What follows belongs to an exercise in optimizing a design on an open flow for small area and a short achievable clock period; a production flow would make more cautious choices.
In this exercise RTL edits were held to simulation tests only and were not proved equivalent to the original.

Setup of harbor:
==> flow/design.v (excerpt) <==
module QPSK_Symbol_Timing_Sync_Top #(
    parameter DATA_WIDTH   = 16,
    parameter MU_WIDTH     = 10,
    parameter MU_FRAC      = 9,
    parameter COEFF_WIDTH  = 16,
    parameter ACC_WIDTH    = 32
)(
    input  wire                         clk,
    input  wire                         rst,
    input  wire signed [DATA_WIDTH-1:0] I_in,
    input  wire signed [DATA_WIDTH-1:0] Q_in,
    output wire signed [DATA_WIDTH-1:0] I_out,
    output wire signed [DATA_WIDTH-1:0] Q_out,
    output reg                          valid_out
);
    reg        [9:0]  mu;
    reg signed [10:0] mu_sum;
    reg               uf;
    reg               mu_nx9;    
    reg signed [9:0]  vk;        
    wire [9:0]  mu_next = {mu_sum[10] & ~mu_sum[9], mu_sum[8:0]};
    wire [10:0] mu_half = {1'b0, mu} + 11'd256;
    wire [10:0] ms_n;
    add_sk #(11) u_ms (.a(mu_half), .b({vk[9], vk}), .ci(1'b0), .s(ms_n), .co());
    always @(posedge clk or posedge rst) begin
        if (rst) begin
            mu     <= 10'd154;
            mu_sum <= 11'sd0;
            mu_nx9 <= 1'b0;
            uf     <= 1'b0;
        end else begin
            mu_sum <= ms_n;
            mu_nx9 <= ms_n[10] & ~ms_n[9];
            uf     <= mu_sum[10] | mu_sum[9];
            mu     <= mu_next;
        end
    end
    wire [10:0] mx = {ms_n[10] & ~ms_n[9], ms_n[8:0], 1'b0};
    wire [4:0]  aone_n, atwo_n, aneg_n;
    mu_square u_sq (.m({mu_nx9, mu_sum[8:0]}), .aone(aone_n), .atwo(atwo_n), .aneg(aneg_n));
    wire [4:0]  bone_n, btwo_n, bneg_n;
    genvar k;
    generate for (k = 0; k < 5; k = k + 1) begin : enc
        assign bneg_n[k] = mx[2*k+2];
        assign bone_n[k] = mx[2*k+1] ^ mx[2*k];
        assign btwo_n[k] = (mx[2*k+2] & ~mx[2*k+1] & ~mx[2*k]) | (~mx[2*k+2] & mx[2*k+1] & mx[2*k]);
    end endgenerate
  ...
Size: about 67 I/O pins, roughly 0.033 mm^2 of cells after synthesis.
==> flow/config.mk <==
export PLATFORM = sky130hd
export DESIGN_NAME = QPSK_Symbol_Timing_Sync_Top
export DESIGN_NICKNAME = QPSK_Symbol_Timing_Sync_Top
export VERILOG_FILES = /design/flow/design.v
export SDC_FILE = /design/flow/constraint.sdc
export NUM_CORES = 4
export LEC_CHECK = 0
export ABC_AREA = 1
export CAP_MARGIN = 0
export CORE_MARGIN = 2
export CORE_UTILIZATION = 40
export CTS_BUF_LIST = sky130_fd_sc_hd__clkbuf_4 sky130_fd_sc_hd__clkbuf_8
export SLEW_MARGIN = 0
==> flow/constraint.sdc <==
create_clock -name core_clock -period 14.0 [get_ports {clk}]
set_input_delay 2.8000 -clock core_clock [delete_from_list [all_inputs] [get_ports {clk}]]
set_output_delay 2.8000 -clock core_clock [all_outputs]
set_load 0.01 [all_outputs]
standard.sh (not shown) runs the stock make flow with config.mk's settings and CLKGATE_MAP_FILE= SYNTH_SCRIPT=/design/flow/synth_recipe.tcl, a recipe that flattens the netlist after the stock synthesis.
==> flow/flow/run.sh <==
#!/bin/bash
# Standard synthesis, then the standard layout with plain buffers on the
# ports and timing repair aimed at a shorter period than the clock (the
# constraints themselves are unchanged).
set -euo pipefail
bash standard.sh synth > synth.log 2>&1
export BUFFER_PORTS_ARGS="-buffer_cell sky130_fd_sc_hd__buf_2"
bash standard.sh SETUP_SLACK_MARGIN=9.8 finish > layout.log 2>&1
> inputs changed (harbor -> amber)
# harbor
export LEC_CHECK = 0
export ABC_AREA = 1
export CAP_MARGIN = 0
export CORE_MARGIN = 2
export CORE_UTILIZATION = 40
export CTS_BUF_LIST = sky130_fd_sc_hd__clkbuf_4 sky130_fd_sc_hd__clkbuf_8
export SLEW_MARGIN = 0
create_clock -name core_clock -period 14.0 [get_ports {clk}]
# amber
export LEC_CHECK = 0
export ABC_AREA = 1
export CAP_MARGIN = 0
export CORE_MARGIN = 2
export CORE_UTILIZATION = 55
export SLEW_MARGIN = 0
create_clock -name core_clock -period 14.0 [get_ports {clk}]
==> comparison <==
Sort amber and harbor by met3 wire length, ascending, and harbor comes first. More vias were needed by amber than by harbor. From harbor to amber the numbers moved as follows: clock tree buffer count of the final layout decreased about 44%; length in cells of the worst reg-to-reg path went up.
Edits applied to the flow inputs when going from amber to pepper:
# amber
export LEC_CHECK = 0
export ABC_AREA = 1
export CAP_MARGIN = 0
export CORE_MARGIN = 2
export CORE_UTILIZATION = 55
export SLEW_MARGIN = 0
create_clock -name core_clock -period 14.0 [get_ports {clk}]
# pepper
export LEC_CHECK = 0
export ABC_AREA = 1
export CAP_MARGIN = 0
export CORE_MARGIN = 2
export CORE_UTILIZATION = 40
export SLEW_MARGIN = 0
create_clock -name core_clock -period 14.0 [get_ports {clk}]
-- flow/flow/run.sh --
<<< amber, line 8
bash standard.sh SETUP_SLACK_MARGIN=9.8 finish > layout.log 2>&1
>>> pepper, line 8
bash standard.sh SETUP_SLACK_MARGIN=9.8 SKIP_GATE_CLONING=1 finish > layout.log 2>&1
Diff amber -> pepper: global routing met3 resource utilization lost 1.4 points, first-pass GRT wire length lost 1.7%, number of signal-net buffers in the layout lost 17.
[inputs] zinc vs pepper
# pepper
export LEC_CHECK = 0
export ABC_AREA = 1
export CAP_MARGIN = 0
export CORE_MARGIN = 2
export CORE_UTILIZATION = 40
export SLEW_MARGIN = 0
create_clock -name core_clock -period 14.0 [get_ports {clk}]
# zinc
export LEC_CHECK = 0
export ABC_AREA = 0
export CAP_MARGIN = 20
export CORE_MARGIN = 2
export CORE_UTILIZATION = 40
export SLEW_MARGIN = 20
create_clock -name core_clock -period 14.0 [get_ports {clk}]
-- flow/flow/run.sh --
<<< pepper, line 8
bash standard.sh SETUP_SLACK_MARGIN=9.8 SKIP_GATE_CLONING=1 finish > layout.log 2>&1
>>> zinc, line 8
bash standard.sh SETUP_SLACK_MARGIN=9.8 finish > layout.log 2>&1
[summary]
Density: zinc denser than pepper. Highest achievable clock rate: zinc vs pepper down about 13%. Of zinc and pepper, zinc shows the higher post-synthesis compound-gate area fraction, with pepper below it. Looking only at layout overhead on the synthesized area, and setting everything else aside, the lower value of zinc and pepper goes to pepper. In zinc relative to pepper, routability-driven placement congestion ratio had gone down by a few percent. Number of gates resized after cts went up by more than 100% going from pepper to zinc. Non-clock buffer contribution to total cell area in zinc is 1.0 points above pepper. [compare] base=pepper new=zinc: number of top-level pins essentially unchanged; fraction of area in multi-input gates increased 3.3 points; sequential share of layout area essentially unchanged.
Inputs modified between zinc and nickel:
# zinc
export LEC_CHECK = 0
export ABC_AREA = 0
export CAP_MARGIN = 20
export CORE_MARGIN = 2
export CORE_UTILIZATION = 40
export SLEW_MARGIN = 20
create_clock -name core_clock -period 14.0 [get_ports {clk}]
# nickel
export LEC_CHECK = 0
export ABC_AREA = 1
export CAP_MARGIN = 0
export CORE_MARGIN = 2
export CORE_UTILIZATION = 40
export SLEW_MARGIN = 0
create_clock -name core_clock -period 14.0 [get_ports {clk}]
-- flow/flow/run.sh --
<<< zinc, line 8
bash standard.sh SETUP_SLACK_MARGIN=9.8 finish > layout.log 2>&1
>>> nickel, line 8
bash standard.sh SETUP_SLACK_MARGIN=9.9 finish > layout.log 2>&1
--- outcome ---
Total number of multi-input combinational cells grows by more than 10% when moving from zinc to nickel.
Total track usage (higher): nickel
Comparing clock period minus final worst setup slack for nickel and zinc, the bigger number came from zinc.
[nickel] biggest fanout along the worst timing path fell 11 relative to zinc
Cmp nickel and zinc / count of vias placed by the detailed router / lower: zinc
Looking only at largest net degree at the start of global routing, and setting everything else aside, the lower value of nickel and zinc goes to nickel.
A start point of the critical path of u_chq.aone[0] is what zinc shows, while i_d1[14] belongs to nickel.
Of nickel and zinc, the higher area after synthesis belongs to nickel.
Changes observed in nickel relative to zinc: fmax went up 31 MHz; part of the Yosys area used for sequential elements fell 0.23 points.
nickel ends up with higher total core area than zinc does.

QPSK_Symbol_Timing_Sync_Top again, from the RTL that the note above started with.
export LEC_CHECK = 0
export ABC_AREA = 1
export CAP_MARGIN = 0
export CORE_MARGIN = 2
export CORE_UTILIZATION = 40
export SLEW_MARGIN = 0
create_clock -name core_clock -period 14.0 [get_ports {clk}]
==> flow/flow/run.sh <==
#!/bin/bash
# Standard synthesis; then full-adder polarities chosen so that fewer
# inverters sit between full adders (flow/polar.py, registers untouched);
# then the standard layout with plain buffers on the ports and timing repair
# aimed at a shorter period than the clock (the constraints themselves are
# unchanged).
set -euo pipefail
bash standard.sh synth > synth.log 2>&1
R=orfs/results/${FLOW_PLATFORM:-sky130hd}/QPSK_Symbol_Timing_Sync_Top/base
cp "$R/1_2_yosys.v" "$R/1_2_yosys.std.v"
python3 flow/polar.py "$R/1_2_yosys.std.v" "$R/1_2_yosys.v" > polar.log 2>&1
export BUFFER_PORTS_ARGS="-buffer_cell sky130_fd_sc_hd__buf_2"
bash standard.sh SETUP_SLACK_MARGIN=9.7 finish > layout.log 2>&1
Other scripts of this flow, unchanged in this note and not shown: flow/flow/polar.py
The first run went through all stages and came out clean.
Then changed:
--- a/flow/flow/run.sh
+++ b/flow/flow/run.sh
@@ -11,3 +11,3 @@
 python3 flow/polar.py "$R/1_2_yosys.std.v" "$R/1_2_yosys.v" > polar.log 2>&1
 export BUFFER_PORTS_ARGS="-buffer_cell sky130_fd_sc_hd__buf_2"
-bash standard.sh SETUP_SLACK_MARGIN=9.7 finish > layout.log 2>&1
+bash standard.sh SETUP_SLACK_MARGIN=9.5 finish > layout.log 2>&1
Setup slack gets worse by 180 ps.
Cell area came out lower by about 0.75%.
Count of clock-buffer cells in the layout came out lower by 7.
Global-route usage came out lower by 0.33 points.
Routed wire length came out lower by about 1.7%.
First-iteration DRC count came out higher by 1.8%.
Via count came out lower by about 0.35%.
Clock skew came out lower by 29 ps.
Die area does not change.
Then changed:
--- a/flow/flow/run.sh
+++ b/flow/flow/run.sh
@@ -11,3 +11,3 @@
 python3 flow/polar.py "$R/1_2_yosys.std.v" "$R/1_2_yosys.v" > polar.log 2>&1
 export BUFFER_PORTS_ARGS="-buffer_cell sky130_fd_sc_hd__buf_2"
-bash standard.sh SETUP_SLACK_MARGIN=9.5 finish > layout.log 2>&1
+bash standard.sh SETUP_SLACK_MARGIN=9.9 finish > layout.log 2>&1
The changed run passed the timing, DRC and antenna checks; synthesized cell count is unchanged; worst hold slack gains 5.7 ps; routed wire length came out higher by a few percent.

[what the ideal ports hide]
In the flow no input, the clock included, has a driving cell. The finished layouts below were timed again as built, in two steps. Step 1, drivers: a clkbuf_16 drives clk and a buf_2 each remaining input, both assumed. Step 2 times the ports against the registers' clock, not the clock port: input delays grow and output delays shrink by t, the midpoint of the rising clock arrivals with the driver on. a / b / c = ideal / step 1 / step 2; a / b = the first two.
| run | shift t [ns] | setup slack, ns | worst setup path at the end | worst slew at a driven data input, ns |
|---|---|---|---|---|
| harbor | 0.736 | 9.873 / 9.812 / 9.350 | input to register | 0.05 |
| amber | 0.640 | 9.881 / 9.881 / 9.348 | input to register | 0.05 |
| pepper | 0.649 | 9.916 / 9.866 / 9.369 | input to register | 0.05 |
| zinc | 0.640 | 9.319 / 9.319 / 8.850 | input to register | 0.10 |
| nickel | 0.659 | 9.915 / 9.850 / 9.408 | input to register | 0.05 |
| the first run of note 2 | 0.645 | 9.855 / 9.855 / 9.360 | input to register | 0.05 |
| the second run of note 2 | 0.653 | 9.677 / 9.677 / 9.073 | input to register | 0.07 |
| the third run of note 2 | 0.652 | 9.926 / 9.907 / 9.361 | input to register | 0.06 |
After both steps every run listed still meets setup and hold. The setup slack of the second run of note 2, which loses most, moves by 0.000 ns with the drivers and by -0.604 ns with both steps.
